From an optimization exercise on the open Yosys and OpenROAD flow, aimed at small area, a short achievable clock period and few clock cycles; shortcuts taken in it are not production practice.
The RTL was checked by simulation tests, not by an equivalence proof against the original design.

File: flow/constraint.sdc
create_clock -name core_clock -period 21.0 [get_ports {clk}]
set_input_delay 4.2000 -clock core_clock [delete_from_list [all_inputs] [get_ports {clk}]]
set_output_delay 4.2000 -clock core_clock [all_outputs]
set_load 0.01 [all_outputs]
File: flow/run.sh
#!/bin/bash
# synth_recipe.tcl (not shown) runs the flow's synth.tcl, then flattens the netlist and writes it again
# the make line also repeats each setting of config.mk as NAME=value (left out here)
make -C /OpenROAD-flow-scripts/flow DESIGN_CONFIG=/design/flow/config.mk WORK_HOME=/design/flow/orfs CLKGATE_MAP_FILE= SYNTH_SCRIPT=/design/flow/synth_recipe.tcl finish
File: flow/design.v
`timescale 1ns / 1ps
module knn_distance_cal #(
    parameter DATA_WIDTH = 8,
    parameter FEATURES   = 8,
    parameter K          = 5
    )
    (
    input                           clk,
    input                           rst_n,
    input [DATA_WIDTH*FEATURES-1:0] train_data,
    input                           train_label,
    input                           data_valid,
    input [DATA_WIDTH*FEATURES-1:0] test_data,
    output [DATA_WIDTH-1:0]         distance_o,
    output                          label_o
    );
    reg [DATA_WIDTH-1:0]    train_data_feature  [0:FEATURES-1];
    reg [DATA_WIDTH-1:0]    test_data_feature   [0:FEATURES-1];
    reg [DATA_WIDTH-1:0]    distance            [0:FEATURES-1];
    reg [DATA_WIDTH*2-1:0]  distance_cal                      ;
    integer i;
    reg [ (2*DATA_WIDTH)-1 : 0] diff;
    always @(*)
        begin
        distance_cal = 0;
        if(data_valid & rst_n)
            begin
            for (i = 0; i < FEATURES; i = i + 1)
                begin
                train_data_feature[i] = train_data[i * DATA_WIDTH +: DATA_WIDTH];
                test_data_feature [i] = test_data [i * DATA_WIDTH +: DATA_WIDTH];
                if (train_data_feature[i] > test_data_feature[i])
                    diff = train_data_feature[i] - test_data_feature[i];
                else
                    diff = test_data_feature[i] - train_data_feature[i];
                    distance[i]     = diff;
                end
                distance_cal = distance[0];
                for (i = 1; i < FEATURES; i = i + 1)
                    begin
                    if (distance[i] > distance_cal)
                        distance_cal = distance[i];
                    end
            end
        end
    assign distance_o = distance_cal;
    assign label_o    = train_label;
endmodule
`timescale 1ns / 1ps
module knn_distance_comporator #(
    parameter DATA_WIDTH = 8,
    parameter K          = 5
    )
    (
    input                           clk             ,
    input                           rst_n           ,
    input [DATA_WIDTH-1:0]          distance_i      ,
    input                           label_i         ,
    input                           training_done   ,
    input                           data_valid      ,
    output                          valid_o         ,
    output                          label_o
    );
    reg [DATA_WIDTH-1:0] top_dist [0:K-1] ;
    reg                  top_label [0:K-1];
    reg                  out_valid;
    wire [3:0]           label_sum;
    reg  [3:0]           label_reg;
    wire                 training_posedge;
    reg                  training_done_d0;
    reg                  training_done_d1;
    reg                  training_done_d2;
    always @(posedge clk )
        begin
        if (!rst_n) 
            begin
            training_done_d0 <= 1'b0;
            training_done_d1 <= 1'b0;
            training_done_d2 <= 1'b0;
            end
        else
            begin
            training_done_d0 <= training_done;
            training_done_d1 <= training_done_d0;
            training_done_d2 <= training_done_d1;
            end
        end
    assign training_posedge = training_done && ~training_done_d1;
    integer i, j;
    always @(posedge clk)
        begin
        if (!rst_n)
            begin
            out_valid <= 0;
            for (i = 0; i < K; i = i + 1)
                begin
                top_dist[i]  <= {DATA_WIDTH{1'b1}};
                top_label[i] <= 0;
                end
            end
            else if (data_valid && !training_done)
            begin
            if (distance_i < top_dist[0]) 
                begin
                top_dist[0]  <= distance_i;
                top_label[0] <= label_i;
                end
            for (i = 1; i < K; i = i + 1) 
                begin
                if (distance_i < top_dist[i-1])
                    begin
                    top_dist[i]  <= top_dist[i-1];
                    top_label[i] <= top_label[i-1];
                    end
                else if (distance_i < top_dist[i])
                    begin
                    top_dist[i]  <= distance_i;
                    top_label[i] <= label_i;
                    end
                end
            end
            else if (training_done_d2) 
                begin
                out_valid <= 1;
                end 
            else if (out_valid) 
                begin
                out_valid <= 0;
            for (i = 0; i < K; i = i + 1)
                begin
                top_dist[i]  <= {DATA_WIDTH{1'b1}};
                top_label[i] <= 0;
                end
            end
        end
    assign label_sum = top_label[0] + top_label[1] + top_label[2] + top_label[3] + top_label[4];
    always @(posedge clk )
        begin
            if (!rst_n)
                begin
                    label_reg <= 0;
                end
            else if (training_posedge)
                begin
                    label_reg <= label_sum;
                end
        end
    assign valid_o = out_valid;
    assign label_o = out_valid ? (label_reg > (K/2)) ? 1'b1 : 1'b0 : 1'b0;
endmodule
`timescale 1ns / 1ps
module knn_top #(
    parameter DATA_WIDTH = 8,
    parameter FEATURES   = 8,
    parameter K          = 5
    )(
    input                           clk                 ,
    input                           rst_n               ,
    input [DATA_WIDTH*FEATURES-1:0] train_data          ,
    input                           train_label         ,
    input                           data_valid          ,
    input                           training_done       ,
    input [DATA_WIDTH*FEATURES-1:0] test_data           ,
    output                          predicted_valid_o   ,
    output                          predicted_label_o
    );
    wire [DATA_WIDTH-1:0] distance_cal;
    wire label;
    knn_distance_cal #(
        .DATA_WIDTH (DATA_WIDTH     ),
        .FEATURES   (FEATURES       ),
        .K          (K              )
    ) knn_distance_cal_inst (
        .clk         (clk           ),
        .rst_n       (rst_n         ),
        .train_data  (train_data    ),
        .train_label (train_label   ),
        .data_valid  (data_valid    ),
        .test_data   (test_data     ),
        .distance_o  (distance_cal  ),
        .label_o     (label         )
        );
    knn_distance_comporator #(
        .DATA_WIDTH         (DATA_WIDTH     ),
        .K                  (K              )
    ) knn_distance_comparator_inst (
        .clk                (clk                    ),
        .rst_n              (rst_n                  ),
        .distance_i         (distance_cal           ),
        .label_i            (label                  ),
        .data_valid         (data_valid             ),
        .training_done      (training_done          ),
        .valid_o            (predicted_valid_o      ),
        .label_o            (predicted_label_o      )
        );
endmodule
File: flow/config.mk
export PLATFORM = sky130hd
export DESIGN_NAME = knn_top
export DESIGN_NICKNAME = knn_top
export VERILOG_FILES = /design/flow/design.v
export SDC_FILE = /design/flow/constraint.sdc
export NUM_CORES = 4
export LEC_CHECK = 0
export CAP_MARGIN = 20
export CORE_MARGIN = 2
export CORE_UTILIZATION = 40
export SLEW_MARGIN = 20
==> results.yml <==
setup_path:
  critical_path.most_common_cell: "ha_1"
  cp_max_fo: 8
  maximum_cell_stage_delay_along_the_critical_path_ns: 0.49
  worst-endpoint-required_ns: 21.23
  timing.critical_path.arrival_ns: 20.38
  worstSetupStartpointType: "input pin"
  critical_path_class: "input pin to flop"
  slowest_cell_on_the_critical_path: "clkdlybuf4s50_1"
  end_kind: "flop"
routing:
  vias: 9804
  route.final.wire_length_um: 27100
  drt_first_pass_iters: 6
  antenna_violating_nets_post_route: 0
  drt-vias-per-instance: 5.31
  post-route-drc-count: 0
  detailedRoute.firstIterationViolations: 472
  avgRoutedWirePerCell_um: 14.7
clock_network:
  cts_max_path_buffers: 2
  clk_pin_slew_worst_paths_ns: 0.07
  clock_tree.htree_level_count: 2
  cts_hold_buf: 0
  cts_root_buf: "clkbuf_16"
  cts.sink_count: 52
  numCtsBuffers: 5
  insertion_delay_ns: 0.30
  clock_tree_from_tritoncts: "built"
sta:
  layout_worst_path_cycle_share: 0.959
  worst_clock_skew_ns: 0.00393
  final_max_slew_viol_count: 0
  timing.slew.headroom: 0.346
  timing_worst_slew_pin_value_ns: 0.978
  timing.final.ws_setup_ns: 0.853
  setup_total_negative_slack_ns: 0
  finalSetupViolations: 0
  timing.fmax_mhz: 49.6
  finalWorstPathRequiredPeriod_ns: 20.15
  finalHoldViolations: 0
floorplanning:
  rows: 59
  die_extent_in_y_um: 166
  design.core.area_um2: 25900
  start_util: 0.406
  floorplan.die.width_um: 166
  design.portCount: 135
  fp.dieArea_um2: 27600
run:
  max-cap-violations: 0
global_routing:
  first_global_vias: 9297
  global_route.overflow_total: 0
  groute.usage.overall: 0.183
  grt_antenna_before_repair: 0
  grt_pass1_wl_um: 43700
  grt_start_max_net_pins: 20
final_layout:
  multi_input_comb_area_um2: 8830
  layout.filler_cells: 2542
  n_antenna_cell: 0
  commonest_non_fill_non_tap_cell_in_the_layout: "inv_1"
  regArea_um2: 1040
  most-common-layout-cells: "inv_1 (224), ha_1 (200), clkdlybuf4s50_1 (134), a21oi_1 (94), a21o_1 (65)"
  max_ffs_per_register: 40
  drive_gt1_frac: 0.129
  layout.nets: 1866
  design_area_um2: 13200
  area.growth.synth_to_final_pct: 25.4
yosys:
  synth_enable_flop_cells: 0
  mappedNetlistNets: 1692
  synthDistinctLibCells: 82
  synthFlopType: "dfxtp_1"
  netlist_instances: 1338
  ys_seq_elements: 52
  post_synth_instance_area_um2: 10500
  synth-async-reset-ratio: 0
  synthesis.area_per_instance_um2: 7.86
  synth.yosys.seq_area_share: 0.0990
  yosysWarningCount: 7
place:
  gp_routability_congestion: 0.860
  detailed_place_hpwl_um: 22000
  numPortBuffers: 134
  detailed_place.area_um2: 12400
  dp_slack_ns: -0.514
worst_hold_path:
  hp-class: "flop to flop"
outcome:
  status: "timing/DRC/antenna clean"
## metrics by stage
step	cells	hold WS [ns]	util
floorplan	1338	0.412	-
global placement	1803	0.415	0.477
detailed placement	1803	0.420	0.477
CTS	1811	0.441	0.483
global route	1848	0.466	0.509
finish	1848	0.439	0.509
## what timing repair did
item	in CTS	in global routing
hold endpoints to repair	0	0
buffers inserted	0	34
pin swaps	0	16
setup endpoints to repair	34	45
gates cloned	0	3
resized for setup	4	89
## per-layer routing
layer | global-route usage | part of all wire | vias up
met5 | 0 | 0 | -
met4 | 0.0284 | 0.011 | 0
met3 | 0.0191 | 0.032 | 21
met2 | 0.326 | 0.48 | 187
met1 | 0.243 | 0.47 | 4521
li1 | - | - | 5075
## path summary, 6_finish.rpt
check                                                                   start                                            end  slack, ns  depth (start not counted)
worst min register to register  knn_distance_comparator_inst.training_done_d0  knn_distance_comparator_inst.training_done_d1       0.44                          1
worst max-delay path                                            train_data[0]    knn_distance_comparator_inst.top_dist[1][0]       0.85                         96
worst max register to register    knn_distance_comparator_inst.top_dist[1][5]    knn_distance_comparator_inst.top_dist[2][3]      18.56                         10
worst min-delay path            knn_distance_comparator_inst.training_done_d0  knn_distance_comparator_inst.training_done_d1       0.44                          1
## synthesized netlist by cell type, types with 15 or more instances
| master | instances | area share |
|---|---|---|
| a21o_1 | 65 | 0.046 |
| a21oi_1 | 108 | 0.051 |
| a221oi_1 | 18 | 0.015 |
| a2bb2oi_1 | 15 | 0.012 |
| clkbuf_1 | 26 | 0.0093 |
| dfxtp_1 | 52 | 0.099 |
| fa_1 | 18 | 0.034 |
| ha_1 | 203 | 0.24 |
| inv_1 | 224 | 0.080 |
| mux2_2 | 19 | 0.020 |
| mux2i_1 | 47 | 0.045 |
| nand2_1 | 67 | 0.024 |
| nand2b_1 | 16 | 0.0095 |
| nand3_1 | 27 | 0.013 |
| nand4_1 | 18 | 0.011 |
| nor2_1 | 59 | 0.021 |
| nor2b_1 | 42 | 0.025 |
| o21a_1 | 16 | 0.011 |
| o21ai_0 | 56 | 0.027 |
| xnor2_1 | 33 | 0.027 |
| xor2_1 | 19 | 0.016 |
## logic make-up (layout without fill, tap and decap cells)
| group | count (synthesis) | in the layout | share of synthesized area |
|---|---|---|---|
| XOR/XNOR | 52 | 52 | 0.0433 |
| AND/OR/NAND/NOR | 275 | 276 | 0.135 |
| multiplexers | 71 | 71 | 0.0718 |
| AO/OA/AOI/OAI | 408 | 409 | 0.281 |
| adder cells (fa/ha/maj) | 222 | 222 | 0.277 |
| flip-flops | 52 | 52 | 0.0990 |
| buffers and inverters | 258 | 431 | 0.0932 |
## cell type report
class / instances / share of cell area
inverter: 224 / 0.0638
timing repair buffer: 199 / 0.144
clock inverter: 3 / 0.00161
multi-input combinational: 1030 / 0.670
clock buffer: 5 / 0.00949
tap: 335 / 0.0318
sequential: 52 / 0.0790
## worst max-delay path: cells and delay by family
kind	cells	cell delay, ns
adders and majority gates	10	2.62
muxes	2	0.54
buffers and inverters	16	2.33
and+or+nand+nor	23	3.13
AOI/OAI and AO/OA	45	7.52
Testbench counts, summed over its fixed seeds: cycles 49,728.

-- static timing again, ports no longer ideal --
Ports are ideal in the flow. The routed layout listed here was re-timed in OpenROAD.
Step 1 (the two cells are an assumption about what drives the block):
set clk [get_ports {clk}]
set_driving_cell -lib_cell sky130_fd_sc_hd__clkbuf_16 $clk
set_driving_cell -lib_cell sky130_fd_sc_hd__buf_2 [delete_from_list [all_inputs] $clk]
Step 2 times the ports against the registers' clock, not the clock port: input delays grow and output delays shrink by t, the midpoint of the rising clock arrivals with the driver on.
a / b / c = no drivers / after step 1 / after step 2; a / b = the first two.
t (ns): 0.332
setup WS [ns]: 0.853 / 0.858 / 0.526
latest minus earliest clock arrival (ns): 0.004 / 0.005
slew at the worst register clock pin (ns): 0.07 / 0.07
pins driven straight from the clock port: 1
After both steps this run still meets setup and hold. For this run, drivers alone change the setup slack by +0.005 ns; drivers and shift together by -0.327 ns.
